Background: an optimization exercise with open tools, aiming at small area, a short achievable clock period and few clock cycles per item. Do not read the settings as production practice.
In this exercise RTL edits were held to simulation tests only and were not proved equivalent to the original.
Power is estimated from default activity; no workload was simulated.

## design.v

```verilog
module lt8
(
    input  [7:0] x, y,
    output       lt
);
    wire [7:0] l = ~x & y;      
    wire [7:0] n = ~x | y;      
    wire l_hi = l[7] | (n[7] & l[6]) | (n[7] & n[6] & l[5]) | (n[7] & n[6] & n[5] & l[4]);
    wire n_hi = &n[7:4];
    wire l_lo = l[3] | (n[3] & l[2]) | (n[3] & n[2] & l[1]) | (n[3] & n[2] & n[1] & l[0]);
    assign lt = l_hi | (n_hi & l_lo);
endmodule
module cmp3
(
    input  [7:0] a, b, c,
    output [2:0] s
);
    lt8 u_ab (.x(b), .y(a), .lt(s[0]));
    lt8 u_ac (.x(c), .y(a), .lt(s[1]));
    lt8 u_bc (.x(c), .y(b), .lt(s[2]));
endmodule
module sel3
(
    input  [7:0] a, b, c,
    input  [2:0] s,
    output [7:0] lo, mid, hi
);
    wire s_ab = s[0], s_ac = s[1], s_bc = s[2];
    wire a_lo = ~s_ab & ~s_ac, b_lo = s_ab & ~s_bc, c_lo = s_ac & s_bc;
    wire a_hi = s_ab & s_ac,   b_hi = ~s_ab & s_bc, c_hi = ~s_ac & ~s_bc;
    wire a_md = ~a_lo & ~a_hi, b_md = ~b_lo & ~b_hi, c_md = ~c_lo & ~c_hi;
    assign lo  = ({8{a_lo}} & a) | ({8{b_lo}} & b) | ({8{c_lo}} & c);
    assign mid = ({8{a_md}} & a) | ({8{b_md}} & b) | ({8{c_md}} & c);
    assign hi  = ({8{a_hi}} & a) | ({8{b_hi}} & b) | ({8{c_hi}} & c);
endmodule
module sort3
(
    input  [7:0] a, b, c,
    output [7:0] lo, mid, hi
);
    wire [2:0] s;
    cmp3 u_c (.a(a), .b(b), .c(c), .s(s));
    sel3 u_s (.a(a), .b(b), .c(c), .s(s), .lo(lo), .mid(mid), .hi(hi));
endmodule
module median_cmp
(
    input  [71:0] arr,
    output [8:0]  s
);
    cmp3 r0 (.a(arr[7:0]),   .b(arr[15:8]),  .c(arr[23:16]), .s(s[2:0]));
    cmp3 r1 (.a(arr[31:24]), .b(arr[39:32]), .c(arr[47:40]), .s(s[5:3]));
    cmp3 r2 (.a(arr[55:48]), .b(arr[63:56]), .c(arr[71:64]), .s(s[8:6]));
endmodule
module median_front
(
    input  [71:0] arr,
    input  [8:0]  s,
    output [7:0]  max_lo, med_mid, min_hi
);
    wire [7:0] l0, m0, h0, l1, m1, h1, l2, m2, h2;
    wire [7:0] u0, u1, u2, u3, u4, u5;
    sel3  r0 (.a(arr[7:0]),   .b(arr[15:8]),  .c(arr[23:16]), .s(s[2:0]), .lo(l0), .mid(m0), .hi(h0));
    sel3  r1 (.a(arr[31:24]), .b(arr[39:32]), .c(arr[47:40]), .s(s[5:3]), .lo(l1), .mid(m1), .hi(h1));
    sel3  r2 (.a(arr[55:48]), .b(arr[63:56]), .c(arr[71:64]), .s(s[8:6]), .lo(l2), .mid(m2), .hi(h2));
    sort3 sl (.a(l0), .b(l1), .c(l2), .lo(u0),      .mid(u1),      .hi(max_lo));
    sort3 sm (.a(m0), .b(m1), .c(m2), .lo(u2),      .mid(med_mid), .hi(u3));
    sort3 sh (.a(h0), .b(h1), .c(h2), .lo(min_hi),  .mid(u4),      .hi(u5));
endmodule
module median_back
(
    input  [7:0] a, b, c,
    output [7:0] med
);
    wire [7:0] u0, u1;
    sort3 t (.a(a), .b(b), .c(c), .lo(u0), .mid(med), .hi(u1));
endmodule
module median
(
    arr, med
);
    input  [71:0] arr;
    output [7:0]  med;
    wire [8:0] s;
    wire [7:0] a, b, c;
    median_cmp   u_cmp   (.arr(arr), .s(s));
    median_front u_front (.arr(arr), .s(s), .max_lo(a), .med_mid(b), .min_hi(c));
    median_back  u_back  (.a(a), .b(b), .c(c), .med(med));
endmodule
module median_pipe
(
    input         clk,
    input         rst,
    input         in_valid,
    input  [71:0] in_win,
    output        out_valid,
    output [7:0]  out_med
);
    reg        v1, v2, v3;
    reg [71:0] win_q;
    reg [8:0]  cmp_q;
    reg [7:0]  a_q, b_q, c_q;
    reg [7:0]  med_q;
    wire [8:0] cmp_w;
    wire [7:0] a_w, b_w, c_w, med_w;
    median_cmp   u_cmp   (.arr(in_win), .s(cmp_w));
    median_front u_front (.arr(win_q), .s(cmp_q), .max_lo(a_w), .med_mid(b_w), .min_hi(c_w));
    median_back  u_back  (.a(a_q), .b(b_q), .c(c_q), .med(med_w));
    always @(posedge clk) begin
        if (rst) begin
            v1 <= 1'b0;
            v2 <= 1'b0;
            v3 <= 1'b0;
        end else begin
            v1 <= in_valid;
            v2 <= v1;
            v3 <= v2;
        end
    end
    always @(posedge clk) begin
        win_q <= in_win;
        cmp_q <= cmp_w;
        a_q   <= a_w;
        b_q   <= b_w;
        c_q   <= c_w;
        med_q <= med_w;
    end
    assign out_valid = v3;
    assign out_med   = med_q;
endmodule
```

## flow/run.sh

```bash
#!/bin/bash
# Own flow: the standard synthesis, its combinational logic re-mapped by ABC
# (registers untouched; the logic fed by the input ports for delay, the rest
# for area), then the standard layout steps with the cells in dont_use.txt kept
# out, plain buffers on the ports and a larger setup margin.
set -euo pipefail
WORK=$(pwd)
RES=$WORK/orfs/results/$FLOW_PLATFORM/median_pipe/base
YOSYS=/OpenROAD-flow-scripts/tools/install/yosys/bin/yosys
PDIR=$FLOW_HOME/platforms/$FLOW_PLATFORM
PDU=$(sed -n '/^export DONT_USE_CELLS/,/^$/p' $PDIR/config.mk | grep -o 'sky130_fd_sc_hd__[a-z0-9_]*' | tr '\n' ' ')
XDU=$(cat flow/dont_use.txt)
mapfile -t EXTRA < flow/extra_vars.txt

bash standard.sh "$RES/1_2_yosys.v" > synth.log 2>&1
cp "$RES/1_2_yosys.v" "$WORK/standard_synth.v"
REMAP_LIB=$PDIR/lib/sky130_fd_sc_hd__tt_025C_1v80.lib REMAP_IN=$WORK/standard_synth.v \
  REMAP_OUT=$WORK/remapped.v REMAP_ABC_AREA=$WORK/flow/abc_area.script \
  REMAP_ABC_FAST=$WORK/flow/abc_fast.script REMAP_FAST_FF="$(cat flow/fast_ff.txt)" \
  REMAP_FAST_D=$(cat flow/fast_d.txt) \
  REMAP_DONT_USE="$PDU $XDU" $YOSYS -c flow/remap.tcl > remap.log 2>&1
cp "$WORK/remapped.v" "$RES/1_2_yosys.v"
touch "$RES/1_2_yosys.v"
bash standard.sh "DONT_USE_CELLS=$PDU $XDU" "${EXTRA[@]}" finish > layout.log 2>&1
```

## flow/abc_area.script

```
strash
dc2
balance
rewrite
refactor
balance
rewrite
rewrite -z
balance
refactor -z
rewrite -z
balance
balance
rewrite
refactor
balance
rewrite
rewrite -z
balance
refactor -z
rewrite -z
balance
&get -n
&dch -f
&nf -R 1000
&put
&put
```

## flow/abc_fast.script

```
strash
dc2
balance
rewrite
refactor
balance
rewrite
rewrite -z
balance
refactor -z
rewrite -z
balance
balance
rewrite
refactor
balance
rewrite
rewrite -z
balance
refactor -z
rewrite -z
balance
&get -n
&dch -f
&nf {D}
&put
buffer -p
upsize {D}
dnsize {D}
```

## flow/dont_use.txt

```

```

## flow/extra_vars.txt

```
SETUP_SLACK_MARGIN=11.6
BUFFER_PORTS_ARGS=-buffer_cell sky130_fd_sc_hd__buf_2
CELL_PAD_IN_SITES_DETAIL_PLACEMENT=1
CELL_PAD_IN_SITES_GLOBAL_PLACEMENT=1
```

## flow/fast_d.txt

```
700
```

## flow/fast_ff.txt

```
cmp_q*
```

## flow/remap.tcl

```tcl
# Re-map the combinational logic of the standard synthesis netlist with ABC.
# Flip-flop instances, their names and cell types, are kept as they are.
# The logic in front of the registers named in REMAP_FAST_FF (fed from the
# input ports, which arrive late) is mapped for delay (target REMAP_FAST_D
# ps), everything else for area.
yosys read_liberty -ignore_miss_func $::env(REMAP_LIB)
yosys read_verilog $::env(REMAP_IN)
yosys hierarchy -top $::env(FLOW_TOP)
foreach m [list sky130_fd_sc_hd__dfxtp_1] { yosys setattr -mod -set keep_hierarchy 1 $m }
yosys flatten
yosys opt_clean -purge
set du {}
foreach c $::env(REMAP_DONT_USE) { lappend du -dont_use $c }
if {$::env(REMAP_FAST_FF) ne ""} {
  yosys select -set ff {*}[lmap p $::env(REMAP_FAST_FF) { string cat c:$p }]
  yosys select -set cone @ff %ci* @ff %d
  yosys abc -liberty $::env(REMAP_LIB) -script $::env(REMAP_ABC_FAST) -D $::env(REMAP_FAST_D) {*}$du @cone
  yosys select -clear
}
yosys abc -liberty $::env(REMAP_LIB) -script $::env(REMAP_ABC_AREA) {*}$du
yosys opt_clean -purge
yosys rename -hide w:*.*
yosys opt_clean -purge
yosys stat -liberty $::env(REMAP_LIB)
yosys select $::env(FLOW_TOP)
yosys write_verilog -noattr -nohex -nodec -selected $::env(REMAP_OUT)
```

## standard.sh

```bash
#!/bin/bash
# synth_recipe.tcl (not shown) runs the flow's synth.tcl, then flattens the netlist and writes it again
# the make line also repeats each setting of config.mk as NAME=value (left out here)
make -C /OpenROAD-flow-scripts/flow DESIGN_CONFIG=/design/flow/config.mk WORK_HOME=/design/flow/orfs CLKGATE_MAP_FILE= SYNTH_SCRIPT=/design/flow/synth_recipe.tcl "${@:-finish}"
```

## config.mk

```make
export PLATFORM = sky130hd
export DESIGN_NAME = median_pipe
export DESIGN_NICKNAME = median_pipe
export VERILOG_FILES = /design/flow/design.v
export SDC_FILE = /design/flow/constraint.sdc
export NUM_CORES = 4
export LEC_CHECK = 0
export CAP_MARGIN = 20
export CORE_MARGIN = 2
export CORE_UTILIZATION = 30
export PLACE_DENSITY = 0.45
export SLEW_MARGIN = 20
```

## constraint.sdc

```tcl
create_clock -name core_clock -period 15.5 [get_ports {clk}]
set_input_delay 3.1000 -clock core_clock [delete_from_list [all_inputs] [get_ports {clk}]]
set_output_delay 3.1000 -clock core_clock [all_outputs]
set_load 0.01 [all_outputs]
```

==> results of run 1 <==
[what timing repair did]
action | in CTS | in global routing
endpoints found under the setup margin | 34 | 43
resized for setup | 28 | 42
hold buffers | 0 | 0
setup buffers | 1 | 3
pin swaps | 4 | 20
[metrics by stage]
stage	utilization	setup WS, ns
5_1_grt	0.3868	11.51
2_1_floorplan	-	11.52
3_3_place_gp	0.3436	11.07
3_5_place_dp	0.3436	11.02
6_report	0.3868	11.55
4_1_cts	0.3783	11.53
[worst reg2reg max path: cells and delay by family (launching register included)]
family | cells | cell delay (ns)
flip-flops | 1 | 0.50
AND/OR/NAND/NOR | 1 | 0.18
AO/OA/AOI/OAI | 10 | 1.91
XOR/XNOR | 2 | 1.00
[cell usage in the layout, fill, tap and decap left out, types with 5 or more instances in the layout]
| master | count |
|---|---|
| sky130_fd_sc_hd__a32oi_1 | 8 |
| sky130_fd_sc_hd__inv_1 | 38 |
| sky130_fd_sc_hd__clkinvlp_4 | 5 |
| sky130_fd_sc_hd__buf_4 | 5 |
| sky130_fd_sc_hd__nor2b_4 | 9 |
| sky130_fd_sc_hd__dfxtp_2 | 10 |
| sky130_fd_sc_hd__o221ai_1 | 22 |
| sky130_fd_sc_hd__nor2b_1 | 16 |
| sky130_fd_sc_hd__a22oi_1 | 43 |
| sky130_fd_sc_hd__xor2_1 | 6 |
| sky130_fd_sc_hd__clkbuf_16 | 17 |
| sky130_fd_sc_hd__nor2_1 | 16 |
| sky130_fd_sc_hd__nand2_1 | 84 |
| sky130_fd_sc_hd__and3_1 | 11 |
| sky130_fd_sc_hd__a2bb2oi_2 | 5 |
| sky130_fd_sc_hd__nand3_1 | 19 |
| sky130_fd_sc_hd__nand2b_1 | 7 |
| sky130_fd_sc_hd__a221oi_1 | 18 |
| sky130_fd_sc_hd__clkinv_1 | 46 |
| sky130_fd_sc_hd__nor2b_2 | 8 |
| sky130_fd_sc_hd__buf_2 | 80 |
| sky130_fd_sc_hd__a222oi_1 | 24 |
| sky130_fd_sc_hd__a21oi_1 | 49 |
| sky130_fd_sc_hd__o22ai_1 | 42 |
| sky130_fd_sc_hd__a32o_1 | 20 |
| sky130_fd_sc_hd__a221o_1 | 11 |
| sky130_fd_sc_hd__dfxtp_1 | 102 |
| sky130_fd_sc_hd__o21ai_0 | 24 |
| sky130_fd_sc_hd__maj3_1 | 15 |
| sky130_fd_sc_hd__o21bai_1 | 8 |
[path summary, 6_finish.rpt]
check | startpoint | endpoint | slack [ns] | cells past startpoint
min reg2reg | v1 | v2 | 0.45 | 1
max reg2reg | cmp_q[1] | b_q[5] | 11.78 | 13
min | v1 | v2 | 0.45 | 1
max | med_q[0] | out_med[0] | 11.55 | 1
[power breakdown]
group	total [mW]	switching [mW]	leakage, nW	internal, mW
Combinational	0.502	0.302	1.90	0.200
Sequential	0.423	0.0664	0.977	0.357
Clock	0.388	0.149	0.271	0.239
[final cells by class]
cell class | count | area [um2]
inverter | 86 | 322.8
tap | 270 | 337.8
multi-input combinational | 525 | 3766
clock buffer | 19 | 442.9
sequential | 116 | 2350
timing repair buffer | 88 | 471.7
clock inverter | 13 | 135.1
fill | 2419 | 12410
[sequential cells by signal, summed over array words and instances (netlist names)]
register / flops
v1: 1
cmp_q: 9
v3: 1
b_q: 8
v2: 1
med_q: 8
win_q: 72
a_q: 8
c_q: 8
[per-layer routing]
metal,vias to the layer above,wire length (um),track usage
met5,-,0,0
met4,0,451,0.06971
met3,31,1031,0.03858
met2,201,12120,0.3865
met1,3294,11140,0.2913
li1,3071,-,-
==> impl_summary.txt, run 1 <==
----------------------------------------------------
[Detailed routing]
  Via count ... 6597
  Total routed wirelength ... 24740 um
  Number of DRC markers after the initial detailed-route iteration ... 522
  Antenna viol nets, final ... 0
  First-pass iteration count of the detailed router ... 6
  Drc violations ... 0
  Drt via density ... 5.906
  Wire length per cell ... 22.15 um

[Outcome]
  Status ... timing/DRC/antenna clean

[Timing]
  Max Clock Freq ... 253.0 MHz
  Time the worst path needs with I/O delays and setup ... 3.952 ns
  Final Cycle Share ... 0.2550
  Fin. Hold Viols ... 0
  Clock skew ... 0.01048 ns
  Relative slew slack ... 0.4009
  Actual transition at the worst max-transition pin ... 0.8987 ns
  Fin Setup TNS ... 0 ns
  RSZ-0062 raised after global routing ... true
  Setup-violating endpoint count in the final report ... 0
  Hold Slack ... 0.4491 ns
  Final count of pins violating max slew ... 0

[Finish]
  Inserted Diodes ... 0
  Layout cell share with drive strength beyond 1 ... 0.2172
  Finished layout cell area ... 7826 um2
  Area delta synth->final ... 26.39%
  Net count of the finished layout ... 909
  Number of non-filler instances in the completed layout ... 1117

[Placement]
  Total placed cells including tap cells ... 1081
  Routability congestion estimate from global placement ... 0.9314
  # port buffers ... 83
  Placed standard-cell area ... 6953 um2
  Detail Placement HPWL ... 19380 um

[Critical path]
  Cell breakdown of the critical path ... buf_2
  Worst Path Max Fanout ... 1
  Launching element type of the critical path ... flip-flop
  Combined buffer and inverter count along the critical path ... 1
  Endpoint class of the critical path ... primary output
  Cell at the slowest stage of the critical path ... sky130_fd_sc_hd__dfxtp_1
  Path type of the worst setup path ... reg2out
  Worst path top cell family by delay ... flip-flops
  Maximum cell stage delay along the critical path ... 0.31 ns
  Required time of the worst setup path ... 12.40 ns
  Arr. time, crit path ... 0.85 ns

[Clocking]
  # H-tree levels ... 4
  Clock-pin slew on the worst setup and hold paths ... 0.06 ns
  CTS Buf Count ... 17
  Clock tree from TritonCTS ... yes
  Clk Tree Root Cell ... sky130_fd_sc_hd__clkbuf_16
  Clock Sinks ... 116
  Clock latency reported for the late side of the worst-skew pair ... 0.43 ns
  Maximum count of clock buffers along a single path ... 2

[Power]
  Cell area power density ... 167.8 nW/um2
  Worst IR Drop VDD ... 0.07227 mV
  P_leak ... 3.147 nW
  Final total power ... 1.313 mW

[Global route]
  Vias in the first global route ... 6629
  GR Overflow Total ... 0
  Total Routing Usage GR ... 0.2260
  Global-route wire length before repair ... 38060 um
  Number of antenna violations at the first check in global routing ... 0
  Maximum number of pins on one net before global-route repair ... 21

[Job]
  Max-cap violations ... 0

[Die]
  Die area ... 21810 um2
  Horizontal die dimension ... 147.7 um
  Vertical extent of the die ... 147.7 um
  I/O pin count ... 84
  Standard-cell row count ... 52
  Starting density of the core ... 0.3060
  Core Box Area ... 20230 um2

[Logic synthesis]
  Cell count after synthesis ... 727
  Summed instance area of the synthesized netlist ... 6192 um2
  Synthesis warning total ... 1
  Syn_nets ... 802
  Avg Inst Size Synth ... 8.517 um2

[Hold path]
  Hold Path Class ... reg2reg

----------------------------------------------------
Testbench counts, summed over its fixed seeds: cycles 8,216, items 8,192.
==> inputs of run 2 (changes only) <==
--- a/flow/run.sh
+++ b/flow/run.sh
@@ -2,4 +2,4 @@
 # Own flow: the standard synthesis, its combinational logic re-mapped by ABC
-# (registers untouched; the logic fed by the input ports for delay, the rest
-# for area), then the standard layout steps with the cells in dont_use.txt kept
+# (registers untouched; the logic in front of the registers in fast_ff.txt
+# for delay, the rest for area), then the standard layout steps with the cells in dont_use.txt kept
 # out, plain buffers on the ports and a larger setup margin.
@@ -19,3 +19,2 @@
   REMAP_ABC_FAST=$WORK/flow/abc_fast.script REMAP_FAST_FF="$(cat flow/fast_ff.txt)" \
-  REMAP_FAST_D=$(cat flow/fast_d.txt) \
   REMAP_DONT_USE="$PDU $XDU" $YOSYS -c flow/remap.tcl > remap.log 2>&1
--- a/flow/abc_fast.script
+++ b/flow/abc_fast.script
@@ -26,4 +26 @@
 &put
-buffer -p
-upsize {D}
-dnsize {D}
==> flow/extra_vars.txt (replaced) <==
SETUP_SLACK_MARGIN=11.5
BUFFER_PORTS_ARGS=-buffer_cell sky130_fd_sc_hd__buf_2
CELL_PAD_IN_SITES_DETAIL_PLACEMENT=1
CELL_PAD_IN_SITES_GLOBAL_PLACEMENT=1
CTS_ARGS=-sink_clustering_enable -repair_clock_nets -sink_clustering_size 40 -sink_clustering_max_diameter 100 -buf_list sky130_fd_sc_hd__clkbuf_4 -root_buf sky130_fd_sc_hd__clkbuf_8 -sink_buffer_max_cap_derate 0.3 -dont_use_dummy_load
==> flow/fast_ff.txt (replaced) <==
cmp_q*:700
[abc]_q*:2800
--- a/flow/remap.tcl
+++ b/flow/remap.tcl
@@ -2,5 +2,6 @@
 # Flip-flop instances, their names and cell types, are kept as they are.
-# The logic in front of the registers named in REMAP_FAST_FF (fed from the
-# input ports, which arrive late) is mapped for delay (target REMAP_FAST_D
-# ps), everything else for area.
+# REMAP_FAST_FF lists pattern:delay pairs: the logic in front of the
+# registers that match each pattern (back to the registers or ports that
+# feed it) is mapped for delay with that target in ps; whatever is left is
+# mapped for area.
 yosys read_liberty -ignore_miss_func $::env(REMAP_LIB)
@@ -13,6 +14,7 @@
 foreach c $::env(REMAP_DONT_USE) { lappend du -dont_use $c }
-if {$::env(REMAP_FAST_FF) ne ""} {
-  yosys select -set ff {*}[lmap p $::env(REMAP_FAST_FF) { string cat c:$p }]
-  yosys select -set cone @ff %ci* @ff %d
-  yosys abc -liberty $::env(REMAP_LIB) -script $::env(REMAP_ABC_FAST) -D $::env(REMAP_FAST_D) {*}$du @cone
+foreach spec $::env(REMAP_FAST_FF) {
+  lassign [split $spec :] pat d
+  yosys select -set ff c:$pat
+  yosys select -set cone @ff %ci*:-sky130_fd_sc_hd__dfxtp_1\[Q\] @ff %d
+  yosys abc -liberty $::env(REMAP_LIB) -script $::env(REMAP_ABC_FAST) -D $d {*}$du @cone
   yosys select -clear
removed: flow/fast_d.txt
==> impl_summary.txt, run 2 <==
----------------------------------------------------
[Outcome]
  Status ... timing/DRC/antenna clean

[Die]
  Vertical extent of the die ... 148.3 um
  Starting density of the core ... 0.3069
  I/O pin count ... 84
  Horizontal die dimension ... 148.3 um
  Core Box Area ... 20360 um2
  Standard-cell row count ... 52
  Die area ... 22000 um2

[Timing]
  RSZ-0062 raised after global routing ... true
  Max Clock Freq ... 253.0 MHz
  Time the worst path needs with I/O delays and setup ... 3.953 ns
  Fin Setup TNS ... 0 ns
  Setup-violating endpoint count in the final report ... 0
  Final count of pins violating max slew ... 0
  Final Cycle Share ... 0.2550
  Relative slew slack ... 0.3308
  Fin. Hold Viols ... 0
  Clock skew ... 0.02985 ns
  Actual transition at the worst max-transition pin ... 1.004 ns

[Critical path]
  Cell breakdown of the critical path ... buf_2
  Arr. time, crit path ... 0.85 ns
  Worst reg2reg path depth ... 10
  Worst Path Max Fanout ... 1
  Combined buffer and inverter count along the critical path ... 1
  Launching element type of the critical path ... flip-flop
  Path type of the worst setup path ... reg2out
  Maximum cell stage delay along the critical path ... 0.32 ns
  Worst path depth ... 1
  Worst path top cell family by delay ... flip-flops
  Cell at the slowest stage of the critical path ... sky130_fd_sc_hd__dfxtp_1
  Endpoint class of the critical path ... primary output
  Required time of the worst setup path ... 12.40 ns

[Logic synthesis]
  Synthesis warning total ... 1
  Cell count after synthesis ... 718
  Syn_nets ... 793
  Summed instance area of the synthesized netlist ... 6250 um2
  Avg Inst Size Synth ... 8.704 um2

[Finish]
  Net count of the finished layout ... 905
  Most common cell after layout, fill and taps aside ... sky130_fd_sc_hd__dfxtp_1
  Post-Route Utilization ... 0.3611
  Register with the most flip-flops ... win_q
  Inserted Diodes ... 0
  Most frequent cells in the layout ... sky130_fd_sc_hd__dfxtp_1 (110), sky130_fd_sc_hd__buf_2 (80), sky130_fd_sc_hd__clkinv_1 (74)
  Number of flip-flops in the largest register ... 72
  Area delta synth->final ... 17.68%
  Layout cell share with drive strength beyond 1 ... 0.1643
  Top Registers ... win_q x72, cmp_q x9

[Clocking]
  Clock latency reported for the late side of the worst-skew pair ... 0.41 ns
  # H-tree levels ... 4
  Maximum count of clock buffers along a single path ... 2
  Clock tree from TritonCTS ... yes
  Clk Tree Root Cell ... sky130_fd_sc_hd__clkbuf_8
  Clock-pin slew on the worst setup and hold paths ... 0.10 ns
  Clock Sinks ... 116
  CTS Buf Count ... 17
  Count of hold buffers inserted by post-cts repair ... 0

[Global route]
  Vias in the first global route ... 6644
  GR Overflow Total ... 0
  Total Routing Usage GR ... 0.2150
  Global-route wire length before repair ... 37050 um
  Maximum number of pins on one net before global-route repair ... 21
  Number of antenna violations at the first check in global routing ... 0

[Detailed routing]
  First-pass iteration count of the detailed router ... 5
  Drc violations ... 0
  Number of DRC markers after the initial detailed-route iteration ... 411
  Total routed wirelength ... 23460 um
  Wire length per cell ... 21.37 um
  Antenna viol nets, final ... 0
  Drt via density ... 5.921
  Via count ... 6501

[Power]
  Sw frac ... 0.4307
  P_leak ... 2.827 nW
  Portion of total power attributed to the clock network ... 0.138
  Net switching power ... 463.4 uW
  Cell area power density ... 146.3 nW/um2
  Part of the total power dissipated in sequential elements ... 0.384
  Worst IR Drop VDD ... 0.04514 mV
  Internal power component ... 612.5 uW
  Combinational share of power ... 0.478

[Placement]
  Routability congestion estimate from global placement ... 0.8700
  Detail Placement HPWL ... 18890 um
  # port buffers ... 83

[Job]
  Max-cap violations ... 0

[Hold path]
  WHS Path Cells ... 1
  Hold Path Class ... reg2reg

----------------------------------------------------
-- run 2: worst paths after layout --
check	start	to	slack [ns]
setup reg to reg	cmp_q[1]	c_q[7]	11.75
setup / recovery	med_q[3]	out_med[3]	11.55
hold reg to reg	v2	v3	0.45
hold / removal	v2	v3	0.45
-- run 2: routing by layer --
layer | vias up | global-route usage | routed length, um
li1 | 3115 | - | -
met1 | 3198 | 0.2698 | 10550
met2 | 161 | 0.3748 | 11480
met3 | 27 | 0.03957 | 1061
met4 | 0 | 0.06571 | 372
met5 | - | 0 | 0
-- run 2: final cells by class --
class / instances / area, um2
clock buffers: 17 / 133.9
fillers: 2428 / 13010
inverters: 77 / 292.8
multi-input cells: 525 / 3750
flip-flops and latches: 116 / 2330
well taps: 270 / 337.8
repair buffers: 93 / 510.5
-- run 2: metrics by stage --
step / instances / power [mW] / cell area, um2 / hold slack [ns] / setup WS [ns]
6_report: 1098 / 1.076 / 7355 / 0.4471 / 11.55
5_1_grt: 1098 / 1.159 / 7355 / 0.4638 / 11.48
4_1_cts: 1094 / 1.071 / 7241 / 0.4599 / 11.51
3_5_place_dp: 1073 / 0.9133 / 7063 / 0.4403 / 11.15
3_3_place_gp: 1073 / 0.9021 / 7063 / 0.4209 / 11.23
2_1_floorplan: 718 / 0.7411 / 6295 / 0.4138 / 11.49
-- run 2: power by group through the flow --
stage                     Sequential (mW)  Combinational, mW  Clock (mW)
after CTS                           0.411              0.503       0.157
after global routing                0.421              0.570       0.167
after detailed placement            0.418              0.496           0
after global placement              0.416              0.486           0
final                               0.413              0.514       0.149
after floorplan                     0.403              0.339           0
-- run 2: what timing repair did --
action / CTS / global route
setup endpoints to repair: 7 / 26
pin swaps: 2 / 1
buffers inserted: 4 / 2
resized for setup: 4 / 21
==> inputs of run 3 (changes only) <==
--- a/flow/abc_fast.script
+++ b/flow/abc_fast.script
@@ -24,3 +24,3 @@
 &dch -f
-&nf {D}
+&nf -R 100 {D}
 &put
==> flow/extra_vars.txt (replaced) <==
SETUP_SLACK_MARGIN=11.5
BUFFER_PORTS_ARGS=-buffer_cell sky130_fd_sc_hd__buf_2
CTS_ARGS=-sink_clustering_enable -repair_clock_nets -sink_clustering_size 40 -sink_clustering_max_diameter 100 -buf_list sky130_fd_sc_hd__clkbuf_4 -root_buf sky130_fd_sc_hd__clkbuf_8 -sink_buffer_max_cap_derate 0.3 -dont_use_dummy_load
--- a/config.mk
+++ b/config.mk
@@ -9,4 +9,4 @@
 export CORE_MARGIN = 2
-export CORE_UTILIZATION = 30
-export PLACE_DENSITY = 0.45
+export CORE_UTILIZATION = 40
+export PLACE_DENSITY = 0.6
 export SLEW_MARGIN = 20
==> impl_summary.txt, run 3 <==
----------------------------------------------------
[Clocking]
  Clock tree from TritonCTS ... yes
  Count of hold buffers inserted by post-cts repair ... 0
  Clock latency reported for the late side of the worst-skew pair ... 0.42 ns
  Clock Sinks ... 116
  Clock-pin slew on the worst setup and hold paths ... 0.10 ns
  # H-tree levels ... 4
  Clk Tree Root Cell ... sky130_fd_sc_hd__clkbuf_8
  CTS Buf Count ... 17
  Maximum count of clock buffers along a single path ... 2

[Finish]
  Area delta synth->final ... 16.03%
  Layout fillers ... 1471
  Finished layout cell area ... 7044 um2
  Most common cell after layout, fill and taps aside ... sky130_fd_sc_hd__dfxtp_1
  Layout cell share with drive strength beyond 1 ... 0.1601
  Number of flip-flops in the largest register ... 72
  Inserted Diodes ... 0
  Net count of the finished layout ... 914
  Sequential cell area ... 2331 um2
  Multi-input gate area ... 3473 um2
  Register with the most flip-flops ... win_q
  Top Registers ... win_q x72, cmp_q x9
  Most frequent cells in the layout ... sky130_fd_sc_hd__dfxtp_1 (109), sky130_fd_sc_hd__clkinv_1 (90), sky130_fd_sc_hd__buf_2 (83)

[Timing]
  Relative slew slack ... 0.3255
  Fin Setup TNS ... 0 ns
  Time the worst path needs with I/O delays and setup ... 3.954 ns
  Final count of pins violating max slew ... 0
  Worst Setup Slack, final ... 11.55 ns
  Final Cycle Share ... 0.2551
  RSZ-0062 raised after global routing ... true
  Clock skew ... 0.02840 ns
  Setup-violating endpoint count in the final report ... 0
  Max Clock Freq ... 252.9 MHz
  Fin. Hold Viols ... 0
  Actual transition at the worst max-transition pin ... 1.012 ns

[Placement]
  Placed standard-cell area ... 6793 um2
  Placement-stage worst setup slack ... 11.12 ns
  # port buffers ... 83
  Routability congestion estimate from global placement ... 0.9390
  Detail Placement HPWL ... 15270 um

[Power]
  Sw frac ... 0.4232
  Cell area power density ... 144.7 nW/um2
  Combinational share of power ... 0.448
  Net switching power ... 431.4 uW
  Part of the total power dissipated in sequential elements ... 0.407
  Worst IR Drop VDD ... 0.05304 mV
  Portion of total power attributed to the clock network ... 0.145
  P_leak ... 2.704 nW
  Internal power component ... 588.0 uW

[Hold path]
  Hold Path Class ... reg2reg

[Die]
  Core Box Area ... 15030 um2
  I/O pin count ... 84
  Starting density of the core ... 0.4038
  Vertical extent of the die ... 127.2 um
  Standard-cell row count ... 45
  Horizontal die dimension ... 127.2 um
  Die area ... 16180 um2

[Critical path]
  Worst path top cell family by delay ... flip-flops
  Required time of the worst setup path ... 12.40 ns
  Worst Path Max Fanout ... 1
  Arr. time, crit path ... 0.85 ns
  Launching element type of the critical path ... flip-flop
  Cell breakdown of the critical path ... buf_2
  Worst-case register-to-register setup slack ... 11.71 ns
  Path type of the worst setup path ... reg2out
  Cell at the slowest stage of the critical path ... sky130_fd_sc_hd__dfxtp_1
  Maximum cell stage delay along the critical path ... 0.31 ns
  Endpoint class of the critical path ... primary output
  Combined buffer and inverter count along the critical path ... 1

[Logic synthesis]
  Cell count after synthesis ... 733
  Summed instance area of the synthesized netlist ... 6071 um2
  Synthesis warning total ... 1
  Syn_nets ... 808
  Avg Inst Size Synth ... 8.282 um2

[Global route]
  Maximum number of pins on one net before global-route repair ... 21
  Vias in the first global route ... 5942
  Total Routing Usage GR ... 0.2449
  Global-route wire length before repair ... 31030 um
  Number of antenna violations at the first check in global routing ... 0
  GR Overflow Total ... 0

[Detailed routing]
  Antenna viol nets, final ... 0
  Drt via density ... 6.450
  Number of DRC markers after the initial detailed-route iteration ... 659
  Drc violations ... 0
  Via count ... 6611
  Wire length per cell ... 19.16 um
  First-pass iteration count of the detailed router ... 8
  Total routed wirelength ... 19640 um

[Outcome]
  Status ... timing/DRC/antenna clean

[Job]
  Max-cap violations ... 0

----------------------------------------------------
run 3: changes by cell type in the layout (fill, tap and decap cells not counted), sizes merged, moves of 8 or more:
cell	delta
nand2	+8
a32o	+12
a221o	-8
nor2	+14
clkinv	+21
a21oi	+32
o21ai	+21
and3	-22
nor2b	-19
a22oi	+14
run 3: worst register-to-register path, cell delays in order, from the launching register on:
cell and delay [ns]:
sky130_fd_sc_hd__dfxtp_2 0.52, sky130_fd_sc_hd__nor2b_4 0.34, sky130_fd_sc_hd__nor2_1 0.19, sky130_fd_sc_hd__a222oi_1 0.79, sky130_fd_sc_hd__clkinv_1 0.27, sky130_fd_sc_hd__o22ai_1 0.21, sky130_fd_sc_hd__a21oi_1 0.06, sky130_fd_sc_hd__a21oi_1 0.24
sky130_fd_sc_hd__o21bai_1 0.18, sky130_fd_sc_hd__nand2_1 0.09, sky130_fd_sc_hd__xor2_1 0.41, sky130_fd_sc_hd__a22oi_1 0.17, sky130_fd_sc_hd__o21ai_0 0.19
run 3: per-layer routing:
metal	vias to the layer above	wire (um)	global-route usage
li1	3097	-	-
met1	3143	8557	0.3195
met2	330	8950	0.3805
met3	41	1666	0.07663
met4	0	466	0.09438
met5	-	0	0
run 3: through the flow:
stage	util	instances	power, mW	hold WS (ns)
CTS	0.4633	1024	1.007	0.4523
finish	0.4686	1025	1.019	0.4472
global placement	0.4519	1005	0.8510	0.4198
detailed placement	0.4519	1005	0.8561	0.4269
floorplan	-	733	0.7196	0.4138
global route	0.4686	1025	1.093	0.4626
run 3: final cells by class:
cell class | count | area share
clock buffers | 17 | 0.01901
flip-flops and latches | 116 | 0.3309
well taps | 188 | 0.03339
multi-input cells | 519 | 0.4931
inverters | 98 | 0.06039
repair buffers | 87 | 0.06323
run 3: timing repair:
| action | in CTS | in global routing |
|---|---|---|
| endpoints found under the setup margin | 7 | 10 |
| gates resized for setup | 8 | 21 |
| pin swaps | 1 | 2 |
| buffers inserted | 2 | 1 |
run 3: worst paths after layout:
kind / end / startpoint / cells past startpoint
setup / recovery: out_valid / v3 / 1
hold / removal: v2 / v1 / 1
setup reg to reg: b_q[4] / cmp_q[8] / 12
hold reg to reg: v2 / v1 / 1
run 3: power by group through the flow:
stage | clock [mW] | combinational [mW] | sequential, mW
global route | 0.165 | 0.507 | 0.422
CTS | 0.153 | 0.443 | 0.412
global placement | 0 | 0.433 | 0.418
detailed placement | 0 | 0.438 | 0.418
floorplan | 0 | 0.317 | 0.402
finish | 0.147 | 0.457 | 0.415
==> inputs of run 4 (changes only) <==
--- a/flow/run.sh
+++ b/flow/run.sh
@@ -3,3 +3,3 @@
 # (registers untouched; the logic in front of the registers in fast_ff.txt
-# for delay, the rest for area), then the standard layout steps with the cells in dont_use.txt kept
+# with the script named there, the rest for area), then the standard layout steps with the cells in dont_use.txt kept
 # out, plain buffers on the ports and a larger setup margin.
@@ -18,3 +18,3 @@
   REMAP_OUT=$WORK/remapped.v REMAP_ABC_AREA=$WORK/flow/abc_area.script \
-  REMAP_ABC_FAST=$WORK/flow/abc_fast.script REMAP_FAST_FF="$(cat flow/fast_ff.txt)" \
+  REMAP_FLOW_DIR=$WORK/flow REMAP_FAST_FF="$(cat flow/fast_ff.txt)" \
   REMAP_DONT_USE="$PDU $XDU" $YOSYS -c flow/remap.tcl > remap.log 2>&1
--- a/flow/abc_area.script
+++ b/flow/abc_area.script
@@ -24,3 +24,3 @@
 &dch -f
-&nf -R 1000
+&nf -R 1000 -E 50
 &put
==> flow/abc_fast_area.script (new file) <==
strash
dc2
balance
rewrite
refactor
balance
rewrite
rewrite -z
balance
refactor -z
rewrite -z
balance
balance
rewrite
refactor
balance
rewrite
rewrite -z
balance
refactor -z
rewrite -z
balance
&get -n
&dch -f
&nf -R 100 -E 50 {D}
&put
==> flow/fast_ff.txt (replaced) <==
cmp_q*:700:abc_fast.script
[abc]_q*:2800:abc_fast_area.script
--- a/flow/remap.tcl
+++ b/flow/remap.tcl
@@ -2,6 +2,6 @@
 # Flip-flop instances, their names and cell types, are kept as they are.
-# REMAP_FAST_FF lists pattern:delay pairs: the logic in front of the
-# registers that match each pattern (back to the registers or ports that
-# feed it) is mapped for delay with that target in ps; whatever is left is
-# mapped for area.
+# REMAP_FAST_FF lists pattern:delay:script triples: the logic in front of
+# the registers that match each pattern (back to the registers or ports
+# that feed it) is mapped with that ABC script (in REMAP_FLOW_DIR) and delay
+# target in ps; whatever is left is mapped for area.
 yosys read_liberty -ignore_miss_func $::env(REMAP_LIB)
@@ -15,6 +15,6 @@
 foreach spec $::env(REMAP_FAST_FF) {
-  lassign [split $spec :] pat d
+  lassign [split $spec :] pat d scr
   yosys select -set ff c:$pat
   yosys select -set cone @ff %ci*:-sky130_fd_sc_hd__dfxtp_1\[Q\] @ff %d
-  yosys abc -liberty $::env(REMAP_LIB) -script $::env(REMAP_ABC_FAST) -D $d {*}$du @cone
+  yosys abc -liberty $::env(REMAP_LIB) -script $::env(REMAP_FLOW_DIR)/$scr -D $d {*}$du @cone
   yosys select -clear
==> impl_summary.txt, run 4 <==
----------------------------------------------------
[Critical path]
  Maximum cell stage delay along the critical path ... 0.23 ns
  Arr. time, crit path ... 4.22 ns
  Worst-case register-to-register setup slack ... 11.71 ns
  Required time of the worst setup path ... 15.78 ns
  Cell breakdown of the critical path ... buf_2 -> clkinv_16 -> o22ai_2 -> a21oi_1 -> a221oi_2 -> a221oi_1 -> nor2_1 -> a221oi_1 -> a21oi_1
  Worst Path Max Fanout ... 4
  Path type of the worst setup path ... in2reg
  Cell at the slowest stage of the critical path ... sky130_fd_sc_hd__a221oi_1
  Endpoint class of the critical path ... flip-flop
  Launching element type of the critical path ... input port
  Worst reg2reg path depth ... 11

[Timing]
  Final Cycle Share ... 0.2543
  Relative slew slack ... 0.2630
  Time the worst path needs with I/O delays and setup ... 3.941 ns
  RSZ-0062 raised after global routing ... true
  Final count of pins violating max slew ... 0
  Fin. Hold Viols ... 0
  Actual transition at the worst max-transition pin ... 1.105 ns
  Max Clock Freq ... 253.7 MHz
  Fin Setup TNS ... 0 ns
  Setup-violating endpoint count in the final report ... 0
  Worst Setup Slack, final ... 11.56 ns
  Clock skew ... 0.02933 ns

[Logic synthesis]
  Avg Inst Size Synth ... 8.416 um2
  Syn_nets ... 770
  Synthesis warning total ... 1
  Summed instance area of the synthesized netlist ... 5849 um2
  Cell count after synthesis ... 695

[Placement]
  Total placed cells including tap cells ... 962
  Placement-stage worst setup slack ... 11.14 ns
  Detail Placement HPWL ... 14180 um
  Routability congestion estimate from global placement ... 0.9697
  Placed standard-cell area ... 6559 um2
  # port buffers ... 83

[Detailed routing]
  Via count ... 6312
  Wire length per cell ... 18.18 um
  First-pass iteration count of the detailed router ... 9
  Total routed wirelength ... 18010 um
  Number of DRC markers after the initial detailed-route iteration ... 1018
  Drt via density ... 6.369
  Drc violations ... 0
  Antenna viol nets, final ... 0

[Power]
  Cell area power density ... 141.7 nW/um2
  Worst IR Drop VDD ... 0.04643 mV
  Final total power ... 971.3 uW
  P_leak ... 2.613 nW

[Clocking]
  Clock-pin slew on the worst setup and hold paths ... 0.08 ns
  Clock tree from TritonCTS ... yes
  Maximum count of clock buffers along a single path ... 2
  Clk Tree Root Cell ... sky130_fd_sc_hd__clkbuf_8
  Clock latency reported for the late side of the worst-skew pair ... 0.40 ns
  # H-tree levels ... 4
  CTS Buf Count ... 17
  Clock Sinks ... 116
  Count of hold buffers inserted by post-cts repair ... 0

[Finish]
  Sequential cell area ... 2323 um2
  Register with the most flip-flops ... win_q
  Multi-input gate area ... 3243 um2
  Number of flip-flops in the largest register ... 72
  Layout fillers ... 1377
  Finished layout cell area ... 6857 um2
  Number of non-filler instances in the completed layout ... 991
  Net count of the finished layout ... 884
  Most common cell after layout, fill and taps aside ... sky130_fd_sc_hd__dfxtp_1
  Most frequent cells in the layout ... sky130_fd_sc_hd__dfxtp_1 (115), sky130_fd_sc_hd__clkinv_1 (87), sky130_fd_sc_hd__buf_2 (82)
  Area delta synth->final ... 17.22%
  Layout cell share with drive strength beyond 1 ... 0.1710
  Inserted Diodes ... 0
  Top Registers ... win_q x72, cmp_q x9

[Die]
  Die area ... 15610 um2
  I/O pin count ... 84
  Starting density of the core ... 0.4055
  Vertical extent of the die ... 124.9 um
  Standard-cell row count ... 44
  Horizontal die dimension ... 124.9 um
  Core Box Area ... 14420 um2

[Hold path]
  WHS Path Cells ... 1
  Hold Path Class ... reg2reg

[Global route]
  Global-route wire length before repair ... 28990 um
  Maximum number of pins on one net before global-route repair ... 17
  Vias in the first global route ... 5711
  GR Overflow Total ... 0
  Total Routing Usage GR ... 0.2283
  Number of antenna violations at the first check in global routing ... 0

[Outcome]
  Status ... timing/DRC/antenna clean

[Job]
  Max-cap violations ... 0

----------------------------------------------------
run 4: per-stage QoR:
stage | util | hold WS [ns]
final | 0.4754 | 0.4399
after global routing | 0.4754 | 0.4646
after CTS | 0.4664 | 0.4519
after detailed placement | 0.4547 | 0.4286
after global placement | 0.4547 | 0.4280
after floorplan | - | 0.4138
run 4: critical path: cells and delay by family:
| kind | cells | cell delay [ns] |
|---|---|---|
| AO/OA/AOI/OAI | 6 | 0.81 |
| buffers and inverters | 2 | 0.23 |
| AND/OR/NAND/NOR | 1 | 0.07 |
run 4: cell type report:
class,instances,share of cell area
timing repair buffer,95,0.07464
multi-input combinational,484,0.4730
sequential,116,0.3389
inverter,95,0.06040
tap,184,0.03358
clock buffer,17,0.01953
run 4: final timing paths:
check,from,end
worst min register to register,v2,v3
worst min-delay path,v2,v3
worst max register to register,cmp_q[4],b_q[3]
worst max-delay path,in_win[25],cmp_q[3]
run 4: repair_timing:
item,CTS,global route
pin swaps,2,5
buffers inserted,4,8
resized for setup,3,22
setup endpoints to repair,7,12
run 4: routing by layer:
layer	GRT usage	share of wire	vias to the layer above
li1	-	-	2982
met1	0.2941	0.43	2943
met2	0.3687	0.47	356
met3	0.06314	0.083	31
met4	0.08170	0.019	0
met5	0	0	-
run 4: power by group:
group / leakage [nW] / total, mW / switching, mW / internal, mW
clock network: 0.0808 / 0.141 / 0.0874 / 0.0535
registers: 0.976 / 0.395 / 0.0425 / 0.353
logic: 1.56 / 0.435 / 0.268 / 0.168
total: 2.61 / 0.971 / 0.397 / 0.574

==> afterwards: timing with drivers on the ports <==
How much do the figures lean on ideal ports? The routed layouts below were timed once more, with nothing changed but the port constraints. Step 1 sets driving cells, clkbuf_16 on the clock port and buf_2 on the other inputs (assumed; they add their load-dependent delay and slew). Step 2 times the ports against the registers' clock, not the clock port: input delays grow and output delays shrink by t, the midpoint of the rising clock arrivals with the driver on. Slacks: ideal ports / drivers / drivers and shift; pairs: ideal ports / drivers.
run | t, ns | setup WS [ns] | hold WS [ns] | clock arrival spread, ns | cell pins on the clock port's net
run 1 | 0.470 | 11.548 / 11.503 / 11.169 | 0.449 / 0.449 / 0.449 | 0.010 / 0.010 | 1
run 2 | 0.446 | 11.547 / 11.503 / 11.207 | 0.447 / 0.447 / 0.447 | 0.036 / 0.036 | 1
run 3 | 0.446 | 11.546 / 11.506 / 11.161 | 0.447 / 0.447 / 0.447 | 0.031 / 0.031 | 1
run 4 | 0.427 | 11.559 / 11.529 / 11.151 | 0.440 / 0.440 / 0.440 | 0.033 / 0.033 | 1
After both steps setup and hold are still met in every run listed. The setup slack of run 4, which loses most, moves by -0.030 ns with the drivers and by -0.408 ns with both steps.
